Background: an optimization exercise with open tools, aiming at small area. Do not read the settings as production practice.
At most, simulation tests tie the RTL to the original design; equivalence was not proved.
For run 5, only the layout was checked, not whether the RTL still works.
No driver is modelled on the clock port, so clock power and skew are understated where the tree is cut down; a real chip needs a root buffer or a tree.
Power and IR drop assume default switching activity.

==> design.v <==
module aFinalP(
    output [7:0] dr, dg,
    output [7:0] db,
    output [3:0] comm,
    input clk,
    input rst,  
    input [3:0] btn,
    output [7:0] seg,
    output [7:0] score_out
);
    reg [9:0] e;
    reg [5:0] flag;
    reg [7:0] score;
    reg [3:0] pressed;
    reg [3:0] deb;  
    wire pre = (flag == 6'd0) && !e[9];
    wire [2:0] row = e[6:4];
    wire [5:0] s = flag + row;
    reg [3:0] seq;
    always @(*) begin
        case (s)
        6'd7: seq = 4'd1;
        6'd9: seq = 4'd2;
        6'd11: seq = 4'd4;
        6'd13: seq = 4'd8;
        6'd17: seq = 4'd4;
        6'd19: seq = 4'd1;
        6'd21: seq = 4'd2;
        6'd23: seq = 4'd8;
        6'd25: seq = 4'd4;
        6'd27: seq = 4'd4;
        6'd28: seq = 4'd8;
        6'd29: seq = 4'd2;
        6'd30: seq = 4'd1;
        6'd32: seq = 4'd2;
        6'd33: seq = 4'd4;
        6'd34: seq = 4'd1;
        6'd35: seq = 4'd8;
        6'd38: seq = 4'd1;
        6'd39: seq = 4'd2;
        6'd41: seq = 4'd4;
        6'd42: seq = 4'd8;
        6'd44: seq = 4'd2;
        6'd46: seq = 4'd1;
        6'd47: seq = 4'd8;
        default: seq = 4'd0;
        endcase
    end
    wire lane1 = seq[1] | (flag == 6'd24 && row == 3'd7) |
                 (s == 6'd51 && flag < 6'd47) | (s == 6'd52 && flag >= 6'd47);
    wire [3:0] lit = {seq[3:2], lane1, seq[0]} & {4{~pre}};
    wire fin = &flag[5:3];  
    wire f1 = row[1] ^ row[2], f0 = row[0] ^ row[2];
    wire e_edge = ~f1;        
    wire e_ring = f1 | ~f0;   
    wire e_b3 = f1 | f0;
    wire [7:0] end_r = {e_edge, e_ring, f0 ^ (f1 & flag[1]), f0 ^ (f1 & ~flag[1]),
                        e_b3, f0, e_ring, e_edge};
    wire [7:0] end_g = {e_edge, e_ring, f1 ? ~(f0 & flag[0]) : f0, f1 ? (f0 | ~flag[0]) : f0,
                        e_b3, f1 ? (f0 | ~flag[0]) : f0, e_ring, e_edge};
    wire [7:0] chart_dr = ~{lit[0], lit[0], lit[1], lit[1], lit[2], lit[2], lit[3], lit[3]};
    assign dr = chart_dr & ((fin && flag[0]) ? end_r : 8'hFF);
    assign dg = (fin && flag[1]) ? end_g : 8'hFF;
    assign comm = {1'b1, row & {3{~pre}}};
    assign db = 8'hFF;
    assign score_out = score;
    reg [6:0] segments;
    always @(*) begin
        if (score <= 8'd4) segments = 7'b1000110;        
        else if (score <= 8'd14) segments = 7'b0000011;  
        else if (score <= 8'd20) segments = 7'b0001000;  
        else if (score <= 8'd25) segments = 7'b0010010;  
        else segments = 7'b1111111;
    end
    assign seg = {1'b0, segments};
    reg [3:0] act;
    always @(*) begin
        act[0] = (flag == 6'd8 || flag == 6'd20 || flag == 6'd30 || flag == 6'd15 ||
                  flag == 6'd35 || flag == 6'd39 || flag == 6'd47);
        act[1] = (flag == 6'd10 || flag == 6'd22 || flag == 6'd28 || flag == 6'd33 ||
                  flag == 6'd40 || flag == 6'd45 || flag == 6'd53);
        act[2] = (flag == 6'd12 || flag == 6'd18 || flag == 6'd26 || flag == 6'd28 ||
                  flag == 6'd34 || flag == 6'd42);
        act[3] = (flag == 6'd14 || flag == 6'd24 || flag == 6'd29 || flag == 6'd36 ||
                  flag == 6'd43 || flag == 6'd48);
    end
    always @(posedge clk) begin
        if (e[6:0] == 7'd92) deb <= btn;
        if (e[6:0] == 7'd93) deb <= deb & btn;
    end
    wire [16:0] k = {1'b0, flag, e} + 17'd1;
    always @(posedge clk) begin
        if (rst) begin
            e <= 10'd504;
            flag <= 6'd0;
            score <= 8'd0;
            pressed <= 4'd0;
        end else begin
            e <= k[9:0];
            if (flag == 6'd53) begin
                if (&e) begin
                    if (score >= 8'd21 && score <= 8'd25) flag <= 6'd59;
                    else if (score >= 8'd15 && score <= 8'd20) flag <= 6'd58;
                    else if (score <= 8'd14) flag <= 6'd57;
                end
            end else if (!fin)
                flag <= k[15:10];
            if (e[6:0] == 7'd111) begin
                if (|(deb & ~pressed & act)) score <= score + 8'd1;
                pressed <= deb & (pressed | act);
            end
        end
    end
endmodule
==> flow/run.sh <==
#!/bin/bash
# The standard ORFS layout (standard.sh), with these changes:
# - ABC maps the logic with flow/multi_abc.tcl (best of several &deepsyn
#   seeds, area-only mapping, no buffering or upsizing) instead of
#   abc_area/abc_speed;
# - no half/full adder cells from ADDER_MAP_FILE: adders are left to ABC;
# - the port buffers are the smallest buffer cell, buf_1;
# - the constant outputs share the synthesis's tie cell instead of one tie
#   cell per output;
# - clock tree synthesis adds no dummy load cells (-dont_use_dummy_load).
# Every tool's output is in standard.log and ORFS's own logs under orfs/logs.
set -euo pipefail
here=$(pwd)
mkdir -p "$here/abc_runs"
export MULTI_ABC_DIR="$here/abc_runs" MULTI_ABC_N=8
cat > "$here/mysynth.tcl" <<EOT
source $here/flow/multi_abc.tcl
source $here/synth_recipe.tcl
EOT
bash standard.sh SYNTH_SCRIPT="$here/mysynth.tcl" \
  "BUFFER_PORTS_ARGS=-buffer_cell sky130_fd_sc_hd__buf_1" ADDER_MAP_FILE= \
  SKIP_REPAIR_TIE_FANOUT=1 \
  "CTS_ARGS=-sink_clustering_enable -repair_clock_nets -buf_list sky130_fd_sc_hd__clkbuf_4 -dont_use_dummy_load" finish > "$here/standard.log" 2>&1
==> flow/multi_abc.tcl <==
# Sourced by flow/run.sh's synthesis script before synth_recipe.tcl. It wraps
# yosys's abc command: the technology mapping is run with several ABC scripts
# (AIG optimisation by &deepsyn with different seeds, then area-only mapping,
# no buffering or upsizing) and the smallest result is kept.
yosys -import
rename abc my_orig_abc
proc abc {args} {
  set i [lsearch -exact $args -script]
  if {$i < 0} { return [my_orig_abc {*}$args] }
  set li [lsearch -exact $args -liberty]
  set lib [lindex $args [expr {$li + 1}]]
  set dir $::env(MULTI_ABC_DIR)
  design -save multiabc_pre
  set best -1
  set bestarea 1e18
  for {set s 0} {$s < $::env(MULTI_ABC_N)} {incr s} {
    design -load multiabc_pre
    set f [open $dir/abc_$s.script w]
    puts $f "strash\n&get -n\n&deepsyn -I 2 -J 20 -S [expr {2 * $s}]\n&put\ndch -f\namap\ntopo"
    close $f
    lset args [expr {$i + 1}] $dir/abc_$s.script
    my_orig_abc {*}$args
    tee -q -o $dir/abc_$s.stat stat -liberty $lib
    set fh [open $dir/abc_$s.stat r]
    set txt [read $fh]
    close $fh
    regexp {Chip area for module[^:]*:\s*([0-9.]+)} $txt -> area
    puts "MULTIABC seed $s area $area"
    if {$area < $bestarea} {
      set bestarea $area
      set best $s
      design -save multiabc_best
    }
  }
  design -load multiabc_best
  puts "MULTIABC best seed $best area $bestarea"
}
==> standard.sh <==
#!/bin/bash
# synth_recipe.tcl (not shown) runs the flow's synth.tcl, then flattens the netlist and writes it again
# the make line also repeats each setting of config.mk as NAME=value (left out here)
make -C /OpenROAD-flow-scripts/flow DESIGN_CONFIG=/design/flow/config.mk WORK_HOME=/design/flow/orfs CLKGATE_MAP_FILE= SYNTH_SCRIPT=/design/flow/synth_recipe.tcl "${@:-finish}"
==> config.mk <==
export PLATFORM = sky130hd
export DESIGN_NAME = aFinalP
export DESIGN_NICKNAME = aFinalP
export VERILOG_FILES = /design/flow/design.v
export SDC_FILE = /design/flow/constraint.sdc
export NUM_CORES = 4
export LEC_CHECK = 0
export CAP_MARGIN = 20
export CORE_MARGIN = 2
export CORE_UTILIZATION = 40
export CTS_BUF_LIST = sky130_fd_sc_hd__clkbuf_4
export SLEW_MARGIN = 20
==> constraint.sdc <==
create_clock -name core_clock -period 8.0 [get_ports {clk}]
set_input_delay 1.6000 -clock core_clock [delete_from_list [all_inputs] [get_ports {clk}]]
set_output_delay 1.6000 -clock core_clock [all_outputs]
set_load 0.01 [all_outputs]
==> summary.txt, run 1 <==
RSZ-0062 raised after global routing no; total clock sinks 32; number of instances on the worst hold path 1; status finished clean; number of flops mapped to enable cells by yosys 4; number of nets with antenna violations after routing 0; count of boundary I/O pins 50; clock latency on the worst-skew pair 330 ps; clk root buf sky130_fd_sc_hd__clkbuf_4; fmax 184 MHz; fraction of met2 tracks used by global routing 29.3%; setup slack after placement 2930 ps; height of the chip 74.9 um; Floorplan Core Area 0.00479 mm^2; slack of the critical path 2570 ps; H-tree level count 2; Overall Global Routing Usage 18.9%; summed instance area of the synthesized netlist 0.00201 mm^2; setup skew after layout 17.0 ps; top flip-flop cell by instance count after synthesis sky130_fd_sc_hd__dfxtp_1; crit path launch flag[1]; average wire per standard cell 12.8 um; buffer levels on the longest clock path 2; met3 track demand over resource in global routing 3.88%; Final Non-Filler Cells 391; number of instances in the synthesized netlist 294; Critical Path Start Type register; number of diodes added for antenna fixing 0; leading cell type by number of instances after synthesis sky130_fd_sc_hd__nor2_1; most frequent cell on the critical path sky130_fd_sc_hd__nor2_1; fraction of registers with async set or reset after synthesis 0%; Post-synth top cells 63 x sky130_fd_sc_hd__nor2_1, 34 x sky130_fd_sc_hd__clkinv_1, 28 x sky130_fd_sc_hd__dfxtp_1, 28 x sky130_fd_sc_hd__nand2_1, 27 x sky130_fd_sc_hd__o21ai_0; final layout net count 332; part of the Yosys area used for sequential elements 33.8%; worst path buffer plus inverter count 2; worst reg2reg path endpoint score[7]; final weighted congestion of routability-driven global placement 0.908; Slew Limit Headroom 51.8%; CTS tree built; total negative slack for setup checks 0 ps; cell family with most CP delay simple AND/OR/NAND/NOR gates; count of placed standard cells including taps 386; violation count after the first detailed-route iteration 133; number of distinct library cells after synthesis 37; Die Wd 74.9 um; required time of the worst setup path 6400 ps; Avg Inst Size Synth 6.85 um^2; cell type of the slowest stage on the worst timing path sky130_fd_sc_hd__dfxtp_1; number of antenna violations at the first check in global routing 0; full die area 0.00562 mm^2; number of hold buffers added after cts 0; Worst setup EP type output port; worst setup path class register to output port; wire length after detailed routing 5000 um; Peak supply drop 0.0000863 V; Power per Cell Area 116 mW/mm^2; Final Hold Fails 0; layout cells sized above 1 1.54%; share of the synthesized area in the top cell type 27.8%; number of search-and-repair iterations in the first detailed-routing pass 6; number of global-route vias before repair 1,774; peak-usage layer in the global routing report met2; Worst Max-Slew Pin Slew 718 ps; post-layout min period 5430 ps; Leakage 0.730 nW; cell type contributing the most total cell area after synthesis sky130_fd_sc_hd__dfxtp_1; Starting Density 42.1%; Vias 2,086; worst hold endpoint e[0]; Seq cells post-synth 32; Synth area leaders sky130_fd_sc_hd__dfxtp_1 28%, sky130_fd_sc_hd__nor2_1 12%, sky130_fd_sc_hd__o21ai_0 6.7%, sky130_fd_sc_hd__clkinv_1 6.3%, sky130_fd_sc_hd__edfxtp_1 6.0%; Site Rows 25; final critical-path share of the clock period 67.9%; number of cells traversed by the worst register-to-register path 14; Resized Gates After CTS 0; routed vias/inst 5.34; class of the tightest hold or removal check register to register; origin of the critical flop-to-flop path flag[0]; CP max stage delay 630 ps; setup slack of the most critical reg-to-reg path 4870 ps; final setup fails 0; largest net degree at the start of global routing 17; finished layout cell area 0.00218 mm^2; estimated wirelength of the detail-placed design 3850 um; worst min-delay path startpoint e[0]; post-synthesis to final-layout area growth 8.08%; number of design rule violations left after detail routing 0; CTS clock-pin slew for the worst setup and hold paths 80 ps; worst path arrival time 3830 ps; Buffers on Ports 39; nets in the synthesized netlist 300; Critical Path, Cell by Cell clkinv_1 -> nor2_1 -> nor2_1 -> a21oi_1 -> nand2_1 -> o21ai_0 -> nand2_1 -> o21ai_0 -> nor2b_1 -> nor2_1 -> a21oi_1 -> nor2_1 -> and3_1 -> a2111oi_0 -> o31ai_1 -> nor2_1 -> nor2_1 -> nor2_1 -> buf_1; max_cap viols 0; yosys warns 1; met1 layer usage reported by global route 26.2%; buffers inserted during post-CTS setup optimization 0; placement-stage cell area 0.00214 mm^2; fill cell total of the finished layout 504; final max-slew violation count 0; total gr overflow 0; global-route wire length before repair 8250 um; critical path peak fanout 15; Inserted Clock Buffers 5
==> cell usage in the layout (no fill, tap or decap), types with 7 or more instances in the layout <==
cell	instances
sky130_fd_sc_hd__a211oi_1	8
sky130_fd_sc_hd__a21oi_1	12
sky130_fd_sc_hd__buf_1	39
sky130_fd_sc_hd__clkinv_1	34
sky130_fd_sc_hd__dfxtp_1	28
sky130_fd_sc_hd__nand2_1	28
sky130_fd_sc_hd__nor2_1	63
sky130_fd_sc_hd__nor3_1	15
sky130_fd_sc_hd__o211ai_1	7
sky130_fd_sc_hd__o21ai_0	27
==> routing by layer <==
layer  wire length, um  up-vias
li1                  -     1091
met1              2420      917
met2              2220       69
met3               305        9
met4                51        0
met5                 0        -
==> worst max-delay path by stage <==
stage / endpoint / slack [ps] / cells past startpoint
floorplan: dg[5] / 3370 / 18
global placement: dg[5] / 3050 / 19
detailed placement: dg[5] / 2930 / 19
CTS: dg[5] / 2570 / 19
global route: dg[5] / 2100 / 19
finish: dg[5] / 2570 / 19
==> sequential cells by signal (all words and copies together) (netlist names) <==
register,cells
flag,6
deb,4
score,8
e,10
pressed,4
==> worst register-to-register path: stages (launching register included) <==
cell and delay [ps]:
sky130_fd_sc_hd__dfxtp_1 500, sky130_fd_sc_hd__clkinv_1 290, sky130_fd_sc_hd__nor3_1 270, sky130_fd_sc_hd__a21oi_1 90, sky130_fd_sc_hd__or4_1 470, sky130_fd_sc_hd__o311ai_0 150
sky130_fd_sc_hd__nand2_1 130, sky130_fd_sc_hd__o22ai_1 140, sky130_fd_sc_hd__nor2_1 60, sky130_fd_sc_hd__nor2_1 180, sky130_fd_sc_hd__nand2_1 100, sky130_fd_sc_hd__nor2_1 210
sky130_fd_sc_hd__and3_1 240, sky130_fd_sc_hd__nor2_1 50, sky130_fd_sc_hd__a211oi_1 190
==> power by group <==
part	total, mW	internal (mW)	switching (mW)
combinational	0.0104	0.00294	0.00749
clock	0.0777	0.0293	0.0484
sequential	0.165	0.164	0.00134
total	0.253	0.196	0.0573
==> metrics by stage <==
| step | util [%] | hold slack (ps) | power, mW |
|---|---|---|---|
| floorplan | - | 430 | 0.179 |
| global placement | 44.7 | 450 | 0.179 |
| detailed placement | 44.7 | 460 | 0.179 |
| CTS | 45.5 | 479 | 0.257 |
| global route | 45.5 | 503 | 0.264 |
| finish | 45.5 | 477 | 0.253 |
==> cells by family (layout without fill, tap and decap cells) <==
group	Yosys count	after routing	share of synthesized area, %
buffers and inverters	48	78	11.6
AND/OR/NAND/NOR	130	130	27.9
flip-flops	32	32	33.8
other	2	2	0.373
AO/OA/AOI/OAI	82	82	26.4
==> cell type report <==
type	instances	area (um^2)	share of cell area, %
inverters	34	128	5.87
flip-flops and latches	32	681	31.3
repair buffers	39	146	6.73
multi-input cells	214	1100	50.5
clock buffers	5	37.5	1.73
well taps	67	83.8	3.85
==> inputs of run 2 (changes only) <==
--- a/flow/run.sh
+++ b/flow/run.sh
@@ -6,8 +6,7 @@
 # - no half/full adder cells from ADDER_MAP_FILE: adders are left to ABC;
 # - the port buffers are the smallest buffer cell, buf_1;
 # - the constant outputs share the synthesis's tie cell instead of one tie
-#   cell per output;
-# - clock tree synthesis adds no dummy load cells (-dont_use_dummy_load).
+#   cell per output.
 # Every tool's output is in standard.log and ORFS's own logs under orfs/logs.
 set -euo pipefail
 here=$(pwd)
@@ -20,4 +19,4 @@
 bash standard.sh SYNTH_SCRIPT="$here/mysynth.tcl" \
   "BUFFER_PORTS_ARGS=-buffer_cell sky130_fd_sc_hd__buf_1" ADDER_MAP_FILE= \
   SKIP_REPAIR_TIE_FANOUT=1 \
-  "CTS_ARGS=-sink_clustering_enable -repair_clock_nets -buf_list sky130_fd_sc_hd__clkbuf_4 -dont_use_dummy_load" finish > "$here/standard.log" 2>&1
+  "CTS_ARGS=-sink_clustering_enable -repair_clock_nets -buf_list sky130_fd_sc_hd__clkbuf_4 -dont_use_dummy_load -sink_clustering_size 16 -sink_clustering_max_diameter 200" finish > "$here/standard.log" 2>&1
==> run 2 against run 1 <==
Effect of this change: still clean on timing, DRC and antenna; largest power group unchanged; clock power about the same; cell area unchanged; die area is the same; synthesized cell count unchanged; hold slack unchanged; routed wire length stayed put.
==> summary.txt, run 2 <==
largest registers ranked by flip-flop count e (10), score (8), flag (6); fmax 184 MHz; count of boundary I/O pins 50; H-tree level count 2; total gr overflow 0; Synth area leaders sky130_fd_sc_hd__dfxtp_1 28%, sky130_fd_sc_hd__nor2_1 12%, sky130_fd_sc_hd__o21ai_0 6.7%, sky130_fd_sc_hd__clkinv_1 6.3%, sky130_fd_sc_hd__edfxtp_1 6.0%; number of antenna violations at the first check in global routing 0; share of the synthesized area in the top cell type 27.8%; leading cell type in the layout, fill and taps excluded sky130_fd_sc_hd__nor2_1; number of instances in the synthesized netlist 294; required time of the worst setup path 6400 ps; worst path arrival time 3830 ps; Vias 2,086; leading cell type by number of instances after synthesis sky130_fd_sc_hd__nor2_1; flip-flop count of the largest register after layout 10; part of the Yosys area used for sequential elements 33.8%; max_cap viols 0; Final Hold Fails 0; worst setup path class register to output port; buffer levels on the longest clock path 2; post-synthesis to final-layout area growth 8.08%; routed vias/inst 5.34; Floorplan Core Area 0.00479 mm^2; Power per Cell Area 116 mW/mm^2; global-route wire length before repair 8250 um; clk root buf sky130_fd_sc_hd__clkbuf_4; fill cell total of the finished layout 504; Avg Inst Size Synth 6.85 um^2; number of distinct library cells after synthesis 37; average wire per standard cell 12.8 um; CTS clock-pin slew for the worst setup and hold paths 80 ps; Worst Max-Slew Pin Slew 718 ps; cell type contributing the most total cell area after synthesis sky130_fd_sc_hd__dfxtp_1; estimated wirelength of the detail-placed design 3850 um; number of global-route vias before repair 1,774; final weighted congestion of routability-driven global placement 0.908; top register by number of flip-flops e; Resized Gates After CTS 0; clock latency on the worst-skew pair 330 ps; wire length after detailed routing 5000 um; post-layout min period 5430 ps; Inserted Clock Buffers 5; number of flops mapped to enable cells by yosys 4; number of diodes added for antenna fixing 0; full die area 0.00562 mm^2; number of hold buffers added after cts 0; number of nets with antenna violations after routing 0; violation count after the first detailed-route iteration 133; largest net degree at the start of global routing 17; Post-synth top cells 63 x sky130_fd_sc_hd__nor2_1, 34 x sky130_fd_sc_hd__clkinv_1, 28 x sky130_fd_sc_hd__dfxtp_1, 28 x sky130_fd_sc_hd__nand2_1, 27 x sky130_fd_sc_hd__o21ai_0; class of the tightest hold or removal check register to register; Seq cells post-synth 32; number of search-and-repair iterations in the first detailed-routing pass 6; Starting Density 42.1%; Overall Global Routing Usage 18.9%; Slew Limit Headroom 51.8%; Site Rows 25; status finished clean; nets in the synthesized netlist 300; total clock sinks 32; Leakage 0.730 nW; number of design rule violations left after detail routing 0; setup slack of the most critical reg-to-reg path 4870 ps; Critical Path Start Type register; top flip-flop cell by instance count after synthesis sky130_fd_sc_hd__dfxtp_1; setup skew after layout 17.0 ps; combined area of the multi-input logic cells 0.00110 mm^2; Die Wd 74.9 um; CTS tree built; critical path peak fanout 15; height of the chip 74.9 um; Worst setup EP type output port; worst hold margin 477 ps; Buffers on Ports 39; final setup fails 0; layout cells sized above 1 1.54%; total negative slack for setup checks 0 ps; fraction of registers with async set or reset after synthesis 0%; Peak supply drop 0.0000863 V; final critical-path share of the clock period 67.9%; sequential cell area 681 um^2; summed instance area of the synthesized netlist 0.00201 mm^2; buffers inserted during post-CTS setup optimization 0; final layout net count 332; RSZ-0062 raised after global routing no; most used cells in the layout excluding fill and tap cells 63 x sky130_fd_sc_hd__nor2_1, 39 x sky130_fd_sc_hd__buf_1, 34 x sky130_fd_sc_hd__clkinv_1; final max-slew violation count 0; yosys warns 1
## run 2: layout make-up
class                      count  area share (%)
sequential                    32            31.3
clock buffer                   5            1.73
tap                           67            3.85
multi-input combinational    214            50.5
timing repair buffer          39            6.73
inverter                      34            5.87
## run 2: critical path, stage by stage (launching register included)
cell and delay (ps):
sky130_fd_sc_hd__dfxtp_1 630, sky130_fd_sc_hd__clkinv_1 360, sky130_fd_sc_hd__nor2_1 210, sky130_fd_sc_hd__nor2_1 60
sky130_fd_sc_hd__a21oi_1 150, sky130_fd_sc_hd__nand2_1 80, sky130_fd_sc_hd__o21ai_0 100, sky130_fd_sc_hd__nand2_1 120
sky130_fd_sc_hd__o21ai_0 210, sky130_fd_sc_hd__nor2b_1 220, sky130_fd_sc_hd__nor2_1 60, sky130_fd_sc_hd__a21oi_1 140
sky130_fd_sc_hd__nor2_1 70, sky130_fd_sc_hd__and3_1 180, sky130_fd_sc_hd__a2111oi_0 280, sky130_fd_sc_hd__o31ai_1 160
sky130_fd_sc_hd__nor2_1 170, sky130_fd_sc_hd__nor2_1 60, sky130_fd_sc_hd__nor2_1 90, sky130_fd_sc_hd__buf_1 160
## run 2: report_power, final
part,switching (mW),internal (mW)
logic,0.00749,0.00294
registers,0.00134,0.164
clock network,0.0484,0.0293
total,0.0573,0.196
## run 2: logic make-up after synthesis
family,Yosys count,share of synthesized area [%]
other,2,0.373
and+or+nand+nor,130,27.9
buffers and inverters,48,11.6
DFF,32,33.8
AOI/OAI and AO/OA,82,26.4
## run 2: per-stage QoR
| step | worst slack, ps | cell area, um^2 | power, mW | std cells | utilization [%] |
|---|---|---|---|---|---|
| 2_1_floorplan | 3370 | 2010 | 0.179 | 294 | - |
| 3_3_place_gp | 3050 | 2140 | 0.179 | 386 | 44.7 |
| 3_5_place_dp | 2930 | 2140 | 0.179 | 386 | 44.7 |
| 4_1_cts | 2570 | 2180 | 0.257 | 391 | 45.5 |
| 5_1_grt | 2100 | 2180 | 0.264 | 391 | 45.5 |
| 6_report | 2570 | 2180 | 0.253 | 391 | 45.5 |
## run 2: final timing paths
path / cells after the start / startpoint / to
max: 19 / flag[1] / dg[5]
min: 1 / e[0] / e[0]
max reg2reg: 14 / flag[0] / score[7]
min reg2reg: 1 / e[0] / e[0]
## run 2: layer usage
layer | wire [um] | global-route usage (%) | vias up
met5 | 0 | 0 | -
met4 | 51 | 6.55 | 0
met3 | 305 | 3.88 | 9
met2 | 2220 | 29.3 | 69
met1 | 2420 | 26.2 | 917
li1 | - | - | 1091
==> inputs of run 3 (changes only) <==
--- a/design.v
+++ b/design.v
@@ -64,14 +64,10 @@
     assign comm = {1'b1, row & {3{~pre}}};
     assign db = 8'hFF;
     assign score_out = score;
-    reg [6:0] segments;
-    always @(*) begin
-        if (score <= 8'd4) segments = 7'b1000110;        
-        else if (score <= 8'd14) segments = 7'b0000011;  
-        else if (score <= 8'd20) segments = 7'b0001000;  
-        else if (score <= 8'd25) segments = 7'b0010010;  
-        else segments = 7'b1111111;
-    end
+    wire ge5 = score >= 8'd5, ge15 = score >= 8'd15, ge21 = score >= 8'd21, ge26 = score >= 8'd26;
+    wire gA = ge15 & ~ge21;
+    wire [6:0] segments = {~ge5 | ge26, ge26, ge21, gA | ge26, ~ge5 | ge26, ~gA,
+                           (ge5 & ~ge15) | ge26};
     assign seg = {1'b0, segments};
     reg [3:0] act;
     always @(*) begin
@@ -85,8 +81,7 @@
                   flag == 6'd43 || flag == 6'd48);
     end
     always @(posedge clk) begin
-        if (e[6:0] == 7'd92) deb <= btn;
-        if (e[6:0] == 7'd93) deb <= deb & btn;
+        if (e[6:1] == 6'd46) deb <= btn & (deb | {4{~e[0]}});
     end
     wire [16:0] k = {1'b0, flag, e} + 17'd1;
     always @(posedge clk) begin
@@ -99,9 +94,7 @@
             e <= k[9:0];
             if (flag == 6'd53) begin
                 if (&e) begin
-                    if (score >= 8'd21 && score <= 8'd25) flag <= 6'd59;
-                    else if (score >= 8'd15 && score <= 8'd20) flag <= 6'd58;
-                    else if (score <= 8'd14) flag <= 6'd57;
+                    if (!ge26) flag <= {4'b1110, ge15, ~gA};
                 end
             end else if (!fin)
                 flag <= k[15:10];
--- a/flow/run.sh
+++ b/flow/run.sh
@@ -6,7 +6,8 @@
 # - no half/full adder cells from ADDER_MAP_FILE: adders are left to ABC;
 # - the port buffers are the smallest buffer cell, buf_1;
 # - the constant outputs share the synthesis's tie cell instead of one tie
-#   cell per output.
+#   cell per output;
+# - clock tree synthesis adds no dummy load cells (-dont_use_dummy_load).
 # Every tool's output is in standard.log and ORFS's own logs under orfs/logs.
 set -euo pipefail
 here=$(pwd)
@@ -19,4 +20,4 @@
 bash standard.sh SYNTH_SCRIPT="$here/mysynth.tcl" \
   "BUFFER_PORTS_ARGS=-buffer_cell sky130_fd_sc_hd__buf_1" ADDER_MAP_FILE= \
   SKIP_REPAIR_TIE_FANOUT=1 \
-  "CTS_ARGS=-sink_clustering_enable -repair_clock_nets -buf_list sky130_fd_sc_hd__clkbuf_4 -dont_use_dummy_load -sink_clustering_size 16 -sink_clustering_max_diameter 200" finish > "$here/standard.log" 2>&1
+  "CTS_ARGS=-sink_clustering_enable -repair_clock_nets -buf_list sky130_fd_sc_hd__clkbuf_4 -dont_use_dummy_load" finish > "$here/standard.log" 2>&1
==> run 3 against run 2 <==
Effect of this change: register-to-register slack got worse by 1100 ps; cell count down 0.26%; utilization fell by 0.29 points; routed wire length increased by 4.9%; global-route usage grew 0.95 points; clock skew down 2.0 ps; via count up 1.5%; largest power group unchanged.
==> summary.txt, run 3 <==
worst hold margin 469 ps; Critical Path Start Type register; max_cap viols 0; top flip-flop cell by instance count after synthesis sky130_fd_sc_hd__dfxtp_1; share of the synthesized area in the top cell type 27.8%; Starting Density 42.1%; leading cell type by number of instances after synthesis sky130_fd_sc_hd__nor2_1; finished layout cell area 0.00216 mm^2; most frequent cell on the critical path sky130_fd_sc_hd__nor2_1; worst hold endpoint e[2]; Seq cells post-synth 32; setup slack of the most critical reg-to-reg path 3750 ps; leading cell type in the layout, fill and taps excluded sky130_fd_sc_hd__nor2_1; proportion of power drawn by combinational gates 4.6%; number of search-and-repair iterations in the first detailed-routing pass 4; final weighted congestion of routability-driven global placement 0.918; flip-flop count of the largest register after layout 10; Floorplan Core Area 0.00479 mm^2; Leakage 0.739 nW; number of instances in the synthesized netlist 295; worst setup path class register to output port; Worst setup EP type output port; total clock sinks 32; Peak supply drop 0.000110 V; worst reg2reg path endpoint score[3]; Synth area leaders sky130_fd_sc_hd__dfxtp_1 28%, sky130_fd_sc_hd__nor2_1 15%, sky130_fd_sc_hd__o21ai_0 6.7%, sky130_fd_sc_hd__clkinv_1 6.1%, sky130_fd_sc_hd__buf_4 6.0%; Critical Path, Cell by Cell clkinv_1 -> nor2_1 -> o22ai_1 -> nand2_1 -> o21ai_0 -> nor2_1 -> nor2_1 -> nor2_1 -> clkinv_1 -> nand2_1 -> o21ai_0 -> clkinv_1 -> nor2_1 -> o221a_1 -> o22a_1 -> nor4_1 -> nor2_1 -> buf_1; global-route wire length before repair 8490 um; total gr overflow 0; net switching power 0.0598 mW; clk root buf sky130_fd_sc_hd__clkbuf_4; height of the chip 75.0 um; Slew Limit Headroom 45.4%; number of hold buffers added after cts 0; Vias 2,117; power after layout 0.256 mW; final max-slew violation count 0; setup skew after layout 15.0 ps; H-tree level count 2; number of instances on the worst hold path 2; violation count after the first detailed-route iteration 93; Overall Global Routing Usage 19.9%; Power per Cell Area 118 mW/mm^2; cell family with most CP delay simple AND/OR/NAND/NOR gates; placement-stage cell area 0.00212 mm^2; part of the Yosys area used for sequential elements 33.8%; number of nets with antenna violations after routing 0; class of the tightest hold or removal check register to register; yosys warns 1; RSZ-0062 raised after global routing no; Core Util, Final 45.2%; Site Rows 25; number of flops mapped to enable cells by yosys 4; peak-usage layer in the global routing report met2; Avg Inst Size Synth 6.83 um^2; worst path buffer plus inverter count 4; Resized Gates After CTS 0; worst min-delay path startpoint e[2]; status finished clean; sequential share of power 64.4%; worst path arrival time 3960 ps; average wire per standard cell 13.5 um; fraction of registers with async set or reset after synthesis 0%; number of cells traversed by the worst register-to-register path 20; layout cells sized above 1 1.55%; number of distinct library cells after synthesis 34; top register by number of flip-flops e; Inserted Clock Buffers 5; total negative slack for setup checks 0 ps; CTS tree built; post-synthesis to final-layout area growth 7.33%; Clk pwr share 31.0%; fraction of met2 tracks used by global routing 33.7%; Worst Max-Slew Pin Slew 820 ps; Final Hold Fails 0; routed vias/inst 5.43; number of antenna violations at the first check in global routing 0; fill cell total of the finished layout 527; met3 track demand over resource in global routing 3.48%; full die area 0.00562 mm^2; Buffers on Ports 39; cell type of the slowest stage on the worst timing path sky130_fd_sc_hd__dfxtp_1; required time of the worst setup path 6400 ps; estimated wirelength of the detail-placed design 4160 um; nets in the synthesized netlist 301; post-layout min period 5560 ps; Post-synth top cells 79 x sky130_fd_sc_hd__nor2_1, 33 x sky130_fd_sc_hd__clkinv_1, 28 x sky130_fd_sc_hd__dfxtp_1; final setup fails 0; count of boundary I/O pins 50; origin of the critical flop-to-flop path flag[1]; most used cells in the layout excluding fill and tap cells 79 x sky130_fd_sc_hd__nor2_1, 39 x sky130_fd_sc_hd__buf_1, 33 x sky130_fd_sc_hd__clkinv_1; number of global-route vias before repair 1,811; clock latency on the worst-skew pair 330 ps; final critical-path share of the clock period 69.5%; largest net degree at the start of global routing 18; CP max stage delay 570 ps; Die Wd 75.0 um; buffer levels on the longest clock path 2; CTS clock-pin slew for the worst setup and hold paths 100 ps; largest registers ranked by flip-flop count e (10), score (8), flag (6); fmax 180 MHz; number of diodes added for antenna fixing 0; critical path peak fanout 13; switching part of the total 23.3%; number of design rule violations left after detail routing 0; buffers inserted during post-CTS setup optimization 0; wire length after detailed routing 5250 um; Int Pwr 0.196 mW; cell type contributing the most total cell area after synthesis sky130_fd_sc_hd__dfxtp_1; met1 layer usage reported by global route 25.0%; final layout net count 331; summed instance area of the synthesized netlist 0.00201 mm^2
[run 3: cell types whose count changed after synthesis, sizes merged, moves of 3 or more]
| cell | delta |
|---|---|
| o221a | +3 |
| o211ai | -6 |
| nor2 | +16 |
| nand2 | -6 |
| nand3 | -3 |
| a21oi | -3 |
[run 3: worst reg2reg max path, stage by stage, from the launching register on]
cell,delay (ps)
sky130_fd_sc_hd__dfxtp_1,570
sky130_fd_sc_hd__clkinv_1,430
sky130_fd_sc_hd__nor2_1,340
sky130_fd_sc_hd__o22ai_1,170
sky130_fd_sc_hd__nand2_1,100
sky130_fd_sc_hd__o21ai_0,130
sky130_fd_sc_hd__nor2_1,160
sky130_fd_sc_hd__nor2_1,80
sky130_fd_sc_hd__nor2_1,200
sky130_fd_sc_hd__clkinv_1,140
sky130_fd_sc_hd__nand2_1,120
sky130_fd_sc_hd__o21ai_0,120
sky130_fd_sc_hd__nor2_1,230
sky130_fd_sc_hd__o311ai_0,210
sky130_fd_sc_hd__o21ai_0,390
sky130_fd_sc_hd__clkinv_1,150
sky130_fd_sc_hd__nor2_1,220
sky130_fd_sc_hd__nand2_1,100
sky130_fd_sc_hd__nor2_1,120
sky130_fd_sc_hd__o21ai_0,90
sky130_fd_sc_hd__a21oi_1,120
[run 3: through the flow]
stage          worst slack [ps]  std cells
2_1_floorplan              3510        295
3_3_place_gp               2960        385
3_5_place_dp               2870        385
4_1_cts                    2470        390
5_1_grt                    1920        390
6_report                   2440        390
[run 3: power by group through the flow]
| stage | Sequential [mW] | Clock [mW] | Combinational (mW) |
|---|---|---|---|
| floorplan | 0.168 | 0 | 0.0114 |
| finish | 0.165 | 0.0795 | 0.0117 |
| CTS | 0.165 | 0.0827 | 0.0117 |
| detailed placement | 0.169 | 0 | 0.0117 |
| global placement | 0.169 | 0 | 0.0117 |
| global route | 0.165 | 0.0886 | 0.0132 |
[run 3: final cells by class]
type	instances	area [um^2]	area share (%)
well taps	67	83.8	3.88
multi-input cells	214	1090	50.4
clock buffers	5	37.5	1.74
flip-flops and latches	32	681	31.5
repair buffers	39	146	6.77
inverters	33	124	5.73
[run 3: how the worst max path moves through the flow]
stage,start,end,cells after the start
final,flag[1],dr[6],18
after global routing,flag[1],dr[6],18
after CTS,flag[1],dr[6],18
after detailed placement,flag[1],dr[6],18
after global placement,flag[1],dr[6],18
after floorplan,flag[1],dr[6],17
[run 3: cell families (layout without fill, tap and decap cells)]
| group | after synthesis | after routing | share of synthesized area (%) |
|---|---|---|---|
| flip-flops | 32 | 32 | 33.8 |
| buffers and inverters | 49 | 77 | 12.1 |
| AND/OR/NAND/NOR | 135 | 135 | 28.3 |
| AO/OA/AOI/OAI | 77 | 77 | 25.4 |
| other | 2 | 2 | 0.373 |
[run 3: routing by layer]
layer,wire length (um),share of wire [%]
met1,2460,47
met2,2440,46
met3,248,4.7
met4,99,1.9
met5,0,0
==> inputs of run 4 (changes only) <==
--- a/flow/run.sh
+++ b/flow/run.sh
@@ -7,7 +7,9 @@
 # - the port buffers are the smallest buffer cell, buf_1;
 # - the constant outputs share the synthesis's tie cell instead of one tie
 #   cell per output;
-# - clock tree synthesis adds no dummy load cells (-dont_use_dummy_load).
+# - clock tree synthesis adds no dummy load cells (-dont_use_dummy_load);
+# - before global routing, flow/drop_root.tcl removes the root clock buffer
+#   so the clock port drives the four leaf clock buffers directly.
 # Every tool's output is in standard.log and ORFS's own logs under orfs/logs.
 set -euo pipefail
 here=$(pwd)
@@ -20,4 +22,5 @@
 bash standard.sh SYNTH_SCRIPT="$here/mysynth.tcl" \
   "BUFFER_PORTS_ARGS=-buffer_cell sky130_fd_sc_hd__buf_1" ADDER_MAP_FILE= \
   SKIP_REPAIR_TIE_FANOUT=1 \
-  "CTS_ARGS=-sink_clustering_enable -repair_clock_nets -buf_list sky130_fd_sc_hd__clkbuf_4 -dont_use_dummy_load" finish > "$here/standard.log" 2>&1
+  "CTS_ARGS=-sink_clustering_enable -repair_clock_nets -buf_list sky130_fd_sc_hd__clkbuf_4 -dont_use_dummy_load" \
+  PRE_GLOBAL_ROUTE_TCL="$here/flow/drop_root.tcl" finish > "$here/standard.log" 2>&1
==> flow/drop_root.tcl (new file) <==
proc drop_clock_root_buffer {} {
  set block [ord::get_db_block]
  set root [$block findInst clkbuf_0_clk]
  if { $root == "NULL" } { puts "DROPROOT: no root buffer"; return }
  set in_net [[$root findITerm A] getNet]
  set out_net [[$root findITerm X] getNet]
  set loads {}
  foreach it [$out_net getITerms] {
    if { [$it getInst] != $root } { lappend loads $it }
  }
  if { [llength $loads] > 4 || [llength [$out_net getBTerms]] > 0 } {
    puts "DROPROOT: [llength $loads] loads, root buffer kept"
    return
  }
  foreach it $loads {
    $it disconnect
    $it connect $in_net
  }
  [$root findITerm A] disconnect
  [$root findITerm X] disconnect
  odb::dbInst_destroy $root
  odb::dbNet_destroy $out_net
  puts "DROPROOT: removed [$in_net getName] root buffer, [llength $loads] leaf buffers on the port"
}
drop_clock_root_buffer
==> run 4 against run 3 <==
Effect of this change: sequential share of layout area rose by 0.11 points; clock power fell by 18%; combinational power barely moved; first-iteration DRC count fell by 5.4%; critical endpoint unchanged; largest cell class unchanged; largest power group unchanged.
==> summary.txt, run 4 <==
status finished clean; Floorplan Core Area 0.00479 mm^2; critical path peak fanout 13; top register by number of flip-flops e; number of diodes added for antenna fixing 0; summed instance area of the synthesized netlist 0.00201 mm^2; largest net degree at the start of global routing 18; cell type contributing the most total cell area after synthesis sky130_fd_sc_hd__dfxtp_1; cell type of the slowest stage on the worst timing path sky130_fd_sc_hd__dfxtp_1; share of the synthesized area in the top cell type 27.8%; layout cells sized above 1 1.24%; total clock sinks 32; placement-stage cell area 0.00212 mm^2; Slew Limit Headroom 45.0%; final critical-path share of the clock period 67.1%; leading cell type in the layout, fill and taps excluded sky130_fd_sc_hd__nor2_1; power after layout 0.242 mW; total negative slack for setup checks 0 ps; leading cell type by number of instances after synthesis sky130_fd_sc_hd__nor2_1; Buffers on Ports 39; Avg Inst Size Synth 6.83 um^2; worst setup path class register to output port; number of hold buffers added after cts 0; Critical Path, Cell by Cell clkinv_1 -> nor2_1 -> o22ai_1 -> nand2_1 -> o21ai_0 -> nor2_1 -> nor2_1 -> nor2_1 -> clkinv_1 -> nand2_1 -> o21ai_0 -> clkinv_1 -> nor2_1 -> o221a_1 -> o22a_1 -> nor4_1 -> nor2_1 -> buf_1; count of boundary I/O pins 50; most used cells in the layout excluding fill and tap cells 79 x sky130_fd_sc_hd__nor2_1, 39 x sky130_fd_sc_hd__buf_1, 33 x sky130_fd_sc_hd__clkinv_1; top flip-flop cell by instance count after synthesis sky130_fd_sc_hd__dfxtp_1; number of instances in the synthesized netlist 295; Site Rows 25; number of instances on the worst hold path 2; total gr overflow 0; worst min-delay path startpoint e[2]; flip-flop count of the largest register after layout 10; Critical Path Start Type register; origin of the critical flop-to-flop path flag[1]; Synth area leaders sky130_fd_sc_hd__dfxtp_1 28%, sky130_fd_sc_hd__nor2_1 15%, sky130_fd_sc_hd__o21ai_0 6.7%, sky130_fd_sc_hd__clkinv_1 6.1%, sky130_fd_sc_hd__buf_4 6.0%; fmax 186 MHz; setup skew after layout 14.8 ps; sequential cell area 681 um^2; number of nets with antenna violations after routing 0; max_cap viols 0; estimated wirelength of the detail-placed design 4160 um; Peak supply drop 0.000110 V; Final Hold Fails 0; number of global-route vias before repair 1,802; fraction of registers with async set or reset after synthesis 0%; Resized Gates After CTS 0; Post-synth top cells 79 x sky130_fd_sc_hd__nor2_1, 33 x sky130_fd_sc_hd__clkinv_1, 28 x sky130_fd_sc_hd__dfxtp_1; wire length after detailed routing 5200 um; CTS clock-pin slew for the worst setup and hold paths 100 ps; number of cells traversed by the worst register-to-register path 19; Vias 2,104; Worst setup EP type output port; final weighted congestion of routability-driven global placement 0.918; most frequent cell on the critical path sky130_fd_sc_hd__nor2_1; setup slack of the most critical reg-to-reg path 3770 ps; final max-slew violation count 0; finished layout cell area 0.00215 mm^2; Worst Max-Slew Pin Slew 826 ps; yosys warns 1; worst path arrival time 3770 ps; worst reg2reg path endpoint score[7]; post-layout min period 5370 ps; buffers inserted during post-CTS setup optimization 0; fill cell total of the finished layout 526; worst hold margin 470 ps; RSZ-0062 raised after global routing no; worst hold endpoint e[2]; final setup fails 0; final layout net count 330; number of search-and-repair iterations in the first detailed-routing pass 4; Starting Density 42.1%; required time of the worst setup path 6400 ps; class of the tightest hold or removal check register to register; routed vias/inst 5.41; global-route wire length before repair 8440 um; CP max stage delay 570 ps; height of the chip 75.0 um; number of design rule violations left after detail routing 0; violation count after the first detailed-route iteration 88; Overall Global Routing Usage 19.4%; Seq cells post-synth 32; number of antenna violations at the first check in global routing 0; Leakage 0.734 nW; average wire per standard cell 13.4 um; nets in the synthesized netlist 301; largest registers ranked by flip-flop count e (10), score (8), flag (6); Power per Cell Area 112 mW/mm^2; part of the Yosys area used for sequential elements 33.8%; number of distinct library cells after synthesis 34; combined area of the multi-input logic cells 0.00109 mm^2; number of flops mapped to enable cells by yosys 4; Die Wd 75.0 um; clock latency on the worst-skew pair 160 ps; post-synthesis to final-layout area growth 6.96%; full die area 0.00562 mm^2
## run 4: cell counts after synthesis
No cell type changed its count.
## run 4: routing by layer
layer | part of all wire [%] | wire length (um) | vias to the layer above | track usage [%]
met5 | 0 | 0 | - | 0
met4 | 1.5 | 78 | 0 | 5.56
met3 | 4.5 | 233 | 7 | 3.08
met2 | 47 | 2430 | 52 | 33.7
met1 | 47 | 2460 | 964 | 25.0
li1 | - | - | 1081 | -
## run 4: cell families (layout without fill, tap and decap cells)
kind of cell	Yosys count	count (layout)	share of synthesized area (%)
DFF	32	32	33.8
and+or+nand+nor	135	135	28.3
buffers and inverters	49	76	12.1
AOI/OAI and AO/OA	77	77	25.4
other	2	2	0.373
## run 4: worst max path at each step
stage | from | to | slack (ps) | depth (start not counted)
finish | flag[1] | dr[6] | 2630 | 18
detailed placement | flag[1] | dr[6] | 2870 | 18
floorplan | flag[1] | dr[6] | 3510 | 17
CTS | flag[1] | dr[6] | 2470 | 18
global placement | flag[1] | dr[6] | 2960 | 18
global route | flag[1] | dr[6] | 2110 | 18
## run 4: where the power goes
group | internal, mW | leakage (nW) | switching, mW
sequential | 0.164 | 0.263 | 0.00138
clock | 0.0239 | 0.0184 | 0.0409
combinational | 0.00337 | 0.453 | 0.00827
total | 0.191 | 0.734 | 0.0506
## run 4: stage by stage
stage / std cells / setup slack (ps) / utilization, %
after floorplan: 295 / 3510 / -
after global placement: 385 / 2960 / 44.4
after detailed placement: 385 / 2870 / 44.4
after CTS: 390 / 2470 / 45.2
after global routing: 389 / 2110 / 45.0
final: 389 / 2630 / 45.0
## run 4: critical path, delay by kind of cell, from the launching register on
| family | cells | cell delay, ps |
|---|---|---|
| simple gates | 9 | 1390 |
| compound gates | 5 | 860 |
| buf+inv | 4 | 780 |
| flops | 1 | 570 |
## run 4: cell type report
cell class	instances	area share, %
clock buffers	4	1.39
multi-input cells	214	50.6
flip-flops and latches	32	31.6
repair buffers	39	6.79
well taps	67	3.89
inverters	33	5.75
==> inputs of run 5 (changes only) <==
--- a/design.v
+++ b/design.v
@@ -16,36 +16,31 @@
     wire pre = (flag == 6'd0) && !e[9];
     wire [2:0] row = e[6:4];
     wire [5:0] s = flag + row;
-    reg [3:0] seq;
-    always @(*) begin
-        case (s)
-        6'd7: seq = 4'd1;
-        6'd9: seq = 4'd2;
-        6'd11: seq = 4'd4;
-        6'd13: seq = 4'd8;
-        6'd17: seq = 4'd4;
-        6'd19: seq = 4'd1;
-        6'd21: seq = 4'd2;
-        6'd23: seq = 4'd8;
-        6'd25: seq = 4'd4;
-        6'd27: seq = 4'd4;
-        6'd28: seq = 4'd8;
-        6'd29: seq = 4'd2;
-        6'd30: seq = 4'd1;
-        6'd32: seq = 4'd2;
-        6'd33: seq = 4'd4;
-        6'd34: seq = 4'd1;
-        6'd35: seq = 4'd8;
-        6'd38: seq = 4'd1;
-        6'd39: seq = 4'd2;
-        6'd41: seq = 4'd4;
-        6'd42: seq = 4'd8;
-        6'd44: seq = 4'd2;
-        6'd46: seq = 4'd1;
-        6'd47: seq = 4'd8;
-        default: seq = 4'd0;
-        endcase
-    end
+    wire [3:0] seq;
+    assign seq[0] = (s == 6'd7) |
+                    (s == 6'd19) |
+                    (s == 6'd30) |
+                    (s == 6'd34) |
+                    (s == 6'd38) |
+                    (s == 6'd46);
+    assign seq[1] = (s == 6'd9) |
+                    (s == 6'd21) |
+                    (s == 6'd29) |
+                    (s == 6'd32) |
+                    (s == 6'd39) |
+                    (s == 6'd44);
+    assign seq[2] = (s == 6'd11) |
+                    (s == 6'd17) |
+                    (s == 6'd25) |
+                    (s == 6'd27) |
+                    (s == 6'd33) |
+                    (s == 6'd41);
+    assign seq[3] = (s == 6'd13) |
+                    (s == 6'd23) |
+                    (s == 6'd28) |
+                    (s == 6'd35) |
+                    (s == 6'd42) |
+                    (s == 6'd47);
     wire lane1 = seq[1] | (flag == 6'd24 && row == 3'd7) |
                  (s == 6'd51 && flag < 6'd47) | (s == 6'd52 && flag >= 6'd47);
     wire [3:0] lit = {seq[3:2], lane1, seq[0]} & {4{~pre}};
@@ -83,7 +78,6 @@
     always @(posedge clk) begin
         if (e[6:1] == 6'd46) deb <= btn & (deb | {4{~e[0]}});
     end
-    wire [16:0] k = {1'b0, flag, e} + 17'd1;
     always @(posedge clk) begin
         if (rst) begin
             e <= 10'd504;
@@ -91,13 +85,13 @@
             score <= 8'd0;
             pressed <= 4'd0;
         end else begin
-            e <= k[9:0];
+            e <= e + 10'd1;
             if (flag == 6'd53) begin
                 if (&e) begin
                     if (!ge26) flag <= {4'b1110, ge15, ~gA};
                 end
             end else if (!fin)
-                flag <= k[15:10];
+                flag <= flag + {5'd0, &e};
             if (e[6:0] == 7'd111) begin
                 if (|(deb & ~pressed & act)) score <= score + 8'd1;
                 pressed <= deb & (pressed | act);
--- a/flow/run.sh
+++ b/flow/run.sh
@@ -14,7 +14,7 @@
 set -euo pipefail
 here=$(pwd)
 mkdir -p "$here/abc_runs"
-export MULTI_ABC_DIR="$here/abc_runs" MULTI_ABC_N=8
+export MULTI_ABC_DIR="$here/abc_runs" MULTI_ABC_N=12
 cat > "$here/mysynth.tcl" <<EOT
 source $here/flow/multi_abc.tcl
 source $here/synth_recipe.tcl
==> flow/multi_abc.tcl (replaced) <==
# Sourced by flow/run.sh's synthesis script before synth_recipe.tcl. It wraps
# yosys's abc command: the technology mapping is run with several ABC scripts
# (AIG optimisation by &deepsyn with different seeds, then area-only mapping
# by amap or map -a, no buffering or upsizing) and the smallest result is kept.
yosys -import
rename abc my_orig_abc
proc abc {args} {
  set i [lsearch -exact $args -script]
  if {$i < 0} { return [my_orig_abc {*}$args] }
  set li [lsearch -exact $args -liberty]
  set lib [lindex $args [expr {$li + 1}]]
  set dir $::env(MULTI_ABC_DIR)
  design -save multiabc_pre
  set best -1
  set bestarea 1e18
  set scripts {}
  for {set s 0} {$s < $::env(MULTI_ABC_N)} {incr s} {
    foreach mapper {amap {map -a}} {
      lappend scripts "strash\n&get -n\n&deepsyn -I 2 -J 20 -S [expr {2 * $s}]\n&put\ndch -f\n$mapper\ntopo"
    }
  }
  set s 0
  foreach body $scripts {
    design -load multiabc_pre
    set f [open $dir/abc_$s.script w]
    puts $f $body
    close $f
    lset args [expr {$i + 1}] $dir/abc_$s.script
    my_orig_abc {*}$args
    tee -q -o $dir/abc_$s.stat stat -liberty $lib
    set fh [open $dir/abc_$s.stat r]
    set txt [read $fh]
    close $fh
    regexp {Chip area for module[^:]*:\s*([0-9.]+)} $txt -> area
    puts "MULTIABC script $s area $area"
    if {$area < $bestarea} {
      set bestarea $area
      set best $s
      design -save multiabc_best
    }
    incr s
  }
  design -load multiabc_best
  puts "MULTIABC best script $best area $bestarea"
}
==> run 5 against run 4 <==
Effect of this change: worst setup slack improved by 690 ps; synthesized cell count did not move; sequential cell count did not move; sequential power barely moved; largest cell class unchanged.
==> summary.txt, run 5 <==
status finished clean; net switching power 0.0494 mW; flip-flop count of the largest register after layout 10; Worst Max-Slew Pin Slew 845 ps; estimated wirelength of the detail-placed design 3950 um; CP max stage delay 480 ps; Floorplan Core Area 0.00475 mm^2; Worst setup EP type output port; full die area 0.00557 mm^2; final critical-path share of the clock period 58.4%; count of placed standard cells including taps 385; number of distinct library cells after synthesis 35; Leakage 0.731 nW; Slew Limit Headroom 43.1%; Clk pwr share 26.8%; average wire per standard cell 12.8 um; leading cell type in the layout, fill and taps excluded sky130_fd_sc_hd__nor2_1; setup slack of the most critical reg-to-reg path 4960 ps; slack of the critical path 3330 ps; Overall Global Routing Usage 18.9%; fill cell total of the finished layout 518; proportion of power drawn by combinational gates 4.5%; number of instances on the worst hold path 2; summed instance area of the synthesized netlist 0.00199 mm^2; yosys warns 1; final layout net count 330; final max-slew violation count 0; leading cell type by number of instances after synthesis sky130_fd_sc_hd__nor2_1; number of flops mapped to enable cells by yosys 4; height of the chip 74.6 um; total negative slack for setup checks 0 ps; most used cells in the layout excluding fill and tap cells 71 x sky130_fd_sc_hd__nor2_1, 39 x sky130_fd_sc_hd__buf_1, 31 x sky130_fd_sc_hd__clkinv_1, 31 x sky130_fd_sc_hd__nand2_1, 30 x sky130_fd_sc_hd__o21ai_0; Post-synth top cells 71 x sky130_fd_sc_hd__nor2_1, 31 x sky130_fd_sc_hd__clkinv_1, 31 x sky130_fd_sc_hd__nand2_1; Final Hold Fails 0; switching part of the total 20.6%; worst hold endpoint e[2]; count of boundary I/O pins 50; Vias 2,076; cell type contributing the most total cell area after synthesis sky130_fd_sc_hd__dfxtp_1; class of the tightest hold or removal check register to register; Peak supply drop 0.0000736 V; global-route wire length before repair 8110 um; worst reg2reg path endpoint score[7]; worst min-delay path startpoint e[2]; number of diodes added for antenna fixing 0; Power per Cell Area 112 mW/mm^2; crit path launch flag[1]; post-layout min period 4670 ps; Resized Gates After CTS 0; critical path peak fanout 12; sequential share of power 68.8%; Buffers on Ports 39; Int Pwr 0.191 mW; worst path arrival time 3070 ps; number of nets with antenna violations after routing 0; violation count after the first detailed-route iteration 118; combined area of the multi-input logic cells 0.00108 mm^2; Site Rows 25; number of cells traversed by the worst register-to-register path 14; number of design rule violations left after detail routing 0; final setup fails 0; Seq cells post-synth 32; worst setup path class register to output port; origin of the critical flop-to-flop path flag[3]; largest net degree at the start of global routing 18; fmax 214 MHz; top register by number of flip-flops e; worst hold margin 468 ps; post-synthesis to final-layout area growth 7.03%; top flip-flop cell by instance count after synthesis sky130_fd_sc_hd__dfxtp_1; Core Util, Final 44.9%; Die Wd 74.6 um; number of instances in the synthesized netlist 295; cell family with most CP delay compound AO/OA/AOI/OAI gates; sequential cell area 681 um^2; Starting Density 41.9%; nets in the synthesized netlist 301; total clock sinks 32; max_cap viols 0; cell type of the slowest stage on the worst timing path sky130_fd_sc_hd__dfxtp_1; setup skew after layout 14.7 ps; buffers inserted during post-CTS setup optimization 0; required time of the worst setup path 6400 ps; share of the synthesized area in the top cell type 28.1%; final weighted congestion of routability-driven global placement 0.900; worst path buffer plus inverter count 3; number of hold buffers added after cts 0; number of antenna violations at the first check in global routing 0; CTS clock-pin slew for the worst setup and hold paths 90 ps; clock latency on the worst-skew pair 160 ps; setup slack after placement 3530 ps; layout cells sized above 1 1.24%; part of the Yosys area used for sequential elements 34.1%; RSZ-0062 raised after global routing no; routed vias/inst 5.34; Synth area leaders sky130_fd_sc_hd__dfxtp_1 28%, sky130_fd_sc_hd__nor2_1 13%, sky130_fd_sc_hd__o21ai_0 7.5%, sky130_fd_sc_hd__buf_4 6.0%, sky130_fd_sc_hd__edfxtp_1 6.0%; Avg Inst Size Synth 6.76 um^2; largest registers ranked by flip-flop count e (10), score (8), flag (6); number of search-and-repair iterations in the first detailed-routing pass 4; number of global-route vias before repair 1,783; Critical Path, Cell by Cell clkinv_1 -> nor2_1 -> nor2_1 -> a21oi_1 -> nand2_1 -> o21ai_0 -> nand2_1 -> o22ai_1 -> o21ai_0 -> clkinv_1 -> o21ai_0 -> or3_1 -> a31oi_1 -> nor2_1 -> buf_1; total gr overflow 0; Critical Path Start Type register; wire length after detailed routing 4970 um; fraction of registers with async set or reset after synthesis 0%; Final Non-Filler Cells 389
run 5: changes by cell type after synthesis, moves of 3 or more:
cell and delta:
sky130_fd_sc_hd__a21oi_1 +3, sky130_fd_sc_hd__o221a_1 -3, sky130_fd_sc_hd__a211oi_1 -3, sky130_fd_sc_hd__nor4_1 -3
sky130_fd_sc_hd__or3_1 +4, sky130_fd_sc_hd__nand2_1 +9, sky130_fd_sc_hd__nor2_1 -8, sky130_fd_sc_hd__o21ai_0 +3
sky130_fd_sc_hd__o211ai_1 +4
run 5: logic make-up (layout without fill, tap and decap cells):
group           count (synthesis)  in the layout  share of synthesized area, %
simple gates                  135            135                          28.5
compound gates                 79             79                          25.1
buf+inv                        47             74                          11.9
flops                          32             32                          34.1
other cells                     2              2                         0.377
run 5: worst max path at each step:
stage	slack, ps	endpoint	cells past startpoint
4_1_cts	3190	dr[6]	15
3_3_place_gp	3630	dr[6]	15
5_1_grt	2960	dr[7]	15
6_report	3330	dr[6]	15
3_5_place_dp	3530	dr[6]	15
2_1_floorplan	3960	dr[5]	14
run 5: through the flow:
step | power [mW] | cell area [um^2]
finish | 0.240 | 2130
CTS | 0.258 | 2140
floorplan | 0.179 | 1990
detailed placement | 0.179 | 2100
global placement | 0.179 | 2100
global route | 0.250 | 2130
run 5: power groups by stage:
stage | Clock [mW] | Sequential (mW) | Combinational (mW)
2_1_floorplan | 0 | 0.168 | 0.0108
3_3_place_gp | 0 | 0.169 | 0.0105
3_5_place_dp | 0 | 0.169 | 0.0107
4_1_cts | 0.0823 | 0.165 | 0.0107
5_1_grt | 0.0720 | 0.165 | 0.0123
6_report | 0.0642 | 0.165 | 0.0107
run 5: per-layer routing:
layer	part of all wire, %	vias to the layer above	wire length, um	global-route usage (%)
met5	0	-	0	0
met3	5.9	4	295	3.21
li1	-	1079	-	-
met4	0.97	0	48	4.37
met1	48	920	2390	26.4
met2	45	73	2230	30.9
run 5: area by class of cell:
type / instances / area share [%]
clock buffer: 4 / 1.41
multi-input combinational: 216 / 50.5
sequential: 32 / 31.9
inverter: 31 / 5.45
timing repair buffer: 39 / 6.86
tap: 67 / 3.93
run 5: worst reg2reg max path: stages, from the launching register on:
cell and delay, ps:
sky130_fd_sc_hd__dfxtp_1 470, sky130_fd_sc_hd__clkinv_1 160, sky130_fd_sc_hd__nor2_1 200, sky130_fd_sc_hd__clkinv_1 150, sky130_fd_sc_hd__o22a_1 240, sky130_fd_sc_hd__or3_1 340
sky130_fd_sc_hd__o311ai_0 130, sky130_fd_sc_hd__nand2_1 120, sky130_fd_sc_hd__nor2_1 100, sky130_fd_sc_hd__o41ai_1 120, sky130_fd_sc_hd__nand2b_1 220, sky130_fd_sc_hd__nor2_1 220
sky130_fd_sc_hd__and3_1 240, sky130_fd_sc_hd__nor2_1 50, sky130_fd_sc_hd__a211oi_1 190
==> inputs of run 6 (changes only) <==
--- a/design.v
+++ b/design.v
@@ -78,6 +78,7 @@
     always @(posedge clk) begin
         if (e[6:1] == 6'd46) deb <= btn & (deb | {4{~e[0]}});
     end
+    wire [16:0] k = {1'b0, flag, e} + 17'd1;
     always @(posedge clk) begin
         if (rst) begin
             e <= 10'd504;
@@ -85,13 +86,13 @@
             score <= 8'd0;
             pressed <= 4'd0;
         end else begin
-            e <= e + 10'd1;
+            e <= k[9:0];
             if (flag == 6'd53) begin
                 if (&e) begin
                     if (!ge26) flag <= {4'b1110, ge15, ~gA};
                 end
             end else if (!fin)
-                flag <= flag + {5'd0, &e};
+                flag <= k[15:10];
             if (e[6:0] == 7'd111) begin
                 if (|(deb & ~pressed & act)) score <= score + 8'd1;
                 pressed <= deb & (pressed | act);
==> run 6 against run 5 <==
Effect of this change: cell area about the same; global-route usage is 1.0 points lower; sequential cell count did not move; critical path depth up 1; die area hardly changed; synthesized cell count down 0.68%.
==> summary.txt, run 6 <==
average wire per standard cell 12.3 um; Synth area leaders sky130_fd_sc_hd__dfxtp_1 28%, sky130_fd_sc_hd__nor2_1 14%, sky130_fd_sc_hd__o21ai_0 6.5%, sky130_fd_sc_hd__buf_4 6.0%, sky130_fd_sc_hd__edfxtp_1 6.0%; Seq cells post-synth 32; Worst setup EP type output port; Avg Inst Size Synth 6.81 um^2; final critical-path share of the clock period 58.7%; Power per Cell Area 112 mW/mm^2; clock latency on the worst-skew pair 160 ps; RSZ-0062 raised after global routing no; summed instance area of the synthesized netlist 0.00200 mm^2; yosys warns 1; most used cells in the layout excluding fill and tap cells 74 x sky130_fd_sc_hd__nor2_1, 39 x sky130_fd_sc_hd__buf_1, 28 x sky130_fd_sc_hd__clkinv_1, 28 x sky130_fd_sc_hd__dfxtp_1, 26 x sky130_fd_sc_hd__o21ai_0; Die Wd 74.6 um; number of instances in the synthesized netlist 293; share of the synthesized area in the top cell type 28.1%; Overall Global Routing Usage 17.9%; Leakage 0.712 nW; Final Hold Fails 0; Vias 2,043; Final Non-Filler Cells 387; number of hold buffers added after cts 0; number of flops mapped to enable cells by yosys 4; height of the chip 74.6 um; count of boundary I/O pins 50; Site Rows 25; final weighted congestion of routability-driven global placement 0.906; final setup fails 0; class of the tightest hold or removal check register to register; leading cell type in the layout, fill and taps excluded sky130_fd_sc_hd__nor2_1; Buffers on Ports 39; number of distinct library cells after synthesis 35; part of the Yosys area used for sequential elements 34.1%; Peak supply drop 0.0000968 V; fill cell total of the finished layout 513; final max-slew violation count 0; global-route wire length before repair 7840 um; Slew Limit Headroom 44.0%; buffers inserted during post-CTS setup optimization 0; Post-synth top cells 74 x sky130_fd_sc_hd__nor2_1, 28 x sky130_fd_sc_hd__clkinv_1, 28 x sky130_fd_sc_hd__dfxtp_1; Starting Density 42.0%; largest net degree at the start of global routing 16; final layout net count 328; worst path arrival time 3090 ps; number of nets with antenna violations after routing 0; number of diodes added for antenna fixing 0; nets in the synthesized netlist 299; status finished clean; post-synthesis to final-layout area growth 7.02%; power after layout 0.239 mW; Critical Path Start Type register; worst setup path class register to output port; number of design rule violations left after detail routing 0; top register by number of flip-flops e; CTS clock-pin slew for the worst setup and hold paths 100 ps; leading cell type by number of instances after synthesis sky130_fd_sc_hd__nor2_1; largest registers ranked by flip-flop count e (10), score (8), flag (6); Resized Gates After CTS 0; top flip-flop cell by instance count after synthesis sky130_fd_sc_hd__dfxtp_1; Worst Max-Slew Pin Slew 832 ps; max_cap viols 0; number of global-route vias before repair 1,751; fmax 213 MHz; wire length after detailed routing 4770 um; slack of the critical path 3310 ps; full die area 0.00557 mm^2; flip-flop count of the largest register after layout 10; layout cells sized above 1 1.25%; critical path peak fanout 12; setup skew after layout 20.3 ps; count of placed standard cells including taps 383; post-layout min period 4690 ps; total gr overflow 0; setup slack after placement 3530 ps; fraction of registers with async set or reset after synthesis 0%; total clock sinks 32; estimated wirelength of the detail-placed design 3750 um; number of antenna violations at the first check in global routing 0; violation count after the first detailed-route iteration 203; Floorplan Core Area 0.00475 mm^2; routed vias/inst 5.28; cell type contributing the most total cell area after synthesis sky130_fd_sc_hd__dfxtp_1; number of search-and-repair iterations in the first detailed-routing pass 4; required time of the worst setup path 6400 ps; total negative slack for setup checks 0 ps
## run 6: cell count changes after synthesis, moves of 3 or more
cell,change
sky130_fd_sc_hd__or3_1,-3
sky130_fd_sc_hd__nor3_1,+4
sky130_fd_sc_hd__nor2_1,+3
sky130_fd_sc_hd__nand3_1,+3
sky130_fd_sc_hd__nand2_1,-6
sky130_fd_sc_hd__o21ai_0,-4
sky130_fd_sc_hd__clkinv_1,-3
## run 6: path summary, 6_finish.rpt
kind         startpoint        to  slack (ps)  cells past startpoint
max             flag[1]     dr[1]        3310                     16
min                e[2]      e[2]         480                      2
max reg2reg     flag[3]  score[7]        4940                     15
min reg2reg        e[2]      e[2]         480                      2
## run 6: cells by family after synthesis
group	after synthesis	synth area share, %
and+or+nand+nor	139	29.7
DFF	32	34.1
AOI/OAI and AO/OA	76	24.5
other	2	0.376
buffers and inverters	44	11.3
## run 6: power breakdown
part           switching [mW]  leakage (nW)  internal [mW]
clock                  0.0385        0.0184         0.0239
combinational         0.00848         0.431        0.00337
sequential            0.00144         0.263          0.164
total                  0.0484         0.712          0.191
## run 6: critical path, cell delays in order, from the launching register on
cell and delay (ps):
sky130_fd_sc_hd__dfxtp_1 460, sky130_fd_sc_hd__clkinv_1 320, sky130_fd_sc_hd__nor2_1 220, sky130_fd_sc_hd__nor2_1 70, sky130_fd_sc_hd__a21oi_1 140, sky130_fd_sc_hd__nand2_1 80
sky130_fd_sc_hd__o21ai_0 100, sky130_fd_sc_hd__nand2_1 100, sky130_fd_sc_hd__o21ai_0 170, sky130_fd_sc_hd__or2_0 280, sky130_fd_sc_hd__nand2_1 110, sky130_fd_sc_hd__o22a_1 220
sky130_fd_sc_hd__nor2_1 100, sky130_fd_sc_hd__nor2_1 50, sky130_fd_sc_hd__o32ai_1 310, sky130_fd_sc_hd__nor2_1 70, sky130_fd_sc_hd__buf_1 140
## run 6: area by class of cell
class	instances	area, um^2	area share, %
well taps	67	83.8	3.93
flip-flops and latches	32	681	31.9
multi-input cells	217	1090	51.0
inverters	28	105	4.92
repair buffers	39	146	6.85
clock buffers	4	30.0	1.41
## run 6: through the flow
| step | util, % | hold WS (ps) | area, um^2 |
|---|---|---|---|
| after floorplan | - | 436 | 2000 |
| after global placement | 44.3 | 455 | 2110 |
| after detailed placement | 44.3 | 463 | 2110 |
| after CTS | 45.1 | 482 | 2140 |
| after global routing | 44.9 | 509 | 2140 |
| final | 44.9 | 478 | 2140 |
## run 6: layer usage
layer	global-route usage [%]	up-vias	wire length (um)
li1	-	1079	-
met1	24.6	907	2260
met2	28.0	47	2240
met3	3.48	10	185
met4	6.55	0	84
met5	0	-	0

==> separate check: timing with driven ports <==
The results above use ideal ports. As a check the final layouts listed here were re-extracted and re-timed, cells and wires unchanged.
Step 1: set_driving_cell puts a clkbuf_16 on clk and a buf_2 on each other input, an assumption about the parent block.
Step 2 also shifts input and output timing later by t, the mid clock arrival at the registers, as if the neighbouring blocks saw the same clock.
Three values: no drivers, after step 1, after step 2; two values: the first two.
run	t (ns)	setup WS [ns]	worst setup path after step 2	worst register clock-pin slew, ns	pins driven straight from the clock port
run 1	0.346	2.570 / 2.547 / 2.893	register to output	0.10 / 0.10	1
run 2	0.346	2.570 / 2.547 / 2.893	register to output	0.10 / 0.10	1
run 3	0.347	2.441 / 2.419 / 2.765	register to output	0.10 / 0.10	1
run 4	0.193	2.632 / 2.591 / 2.783	register to output	0.10 / 0.10	4
run 5	0.196	3.326 / 3.281 / 3.477	register to output	0.10 / 0.10	4
run 6	0.189	3.307 / 3.266 / 3.455	register to output	0.10 / 0.10	4
After both steps setup and hold are still met in every run listed.
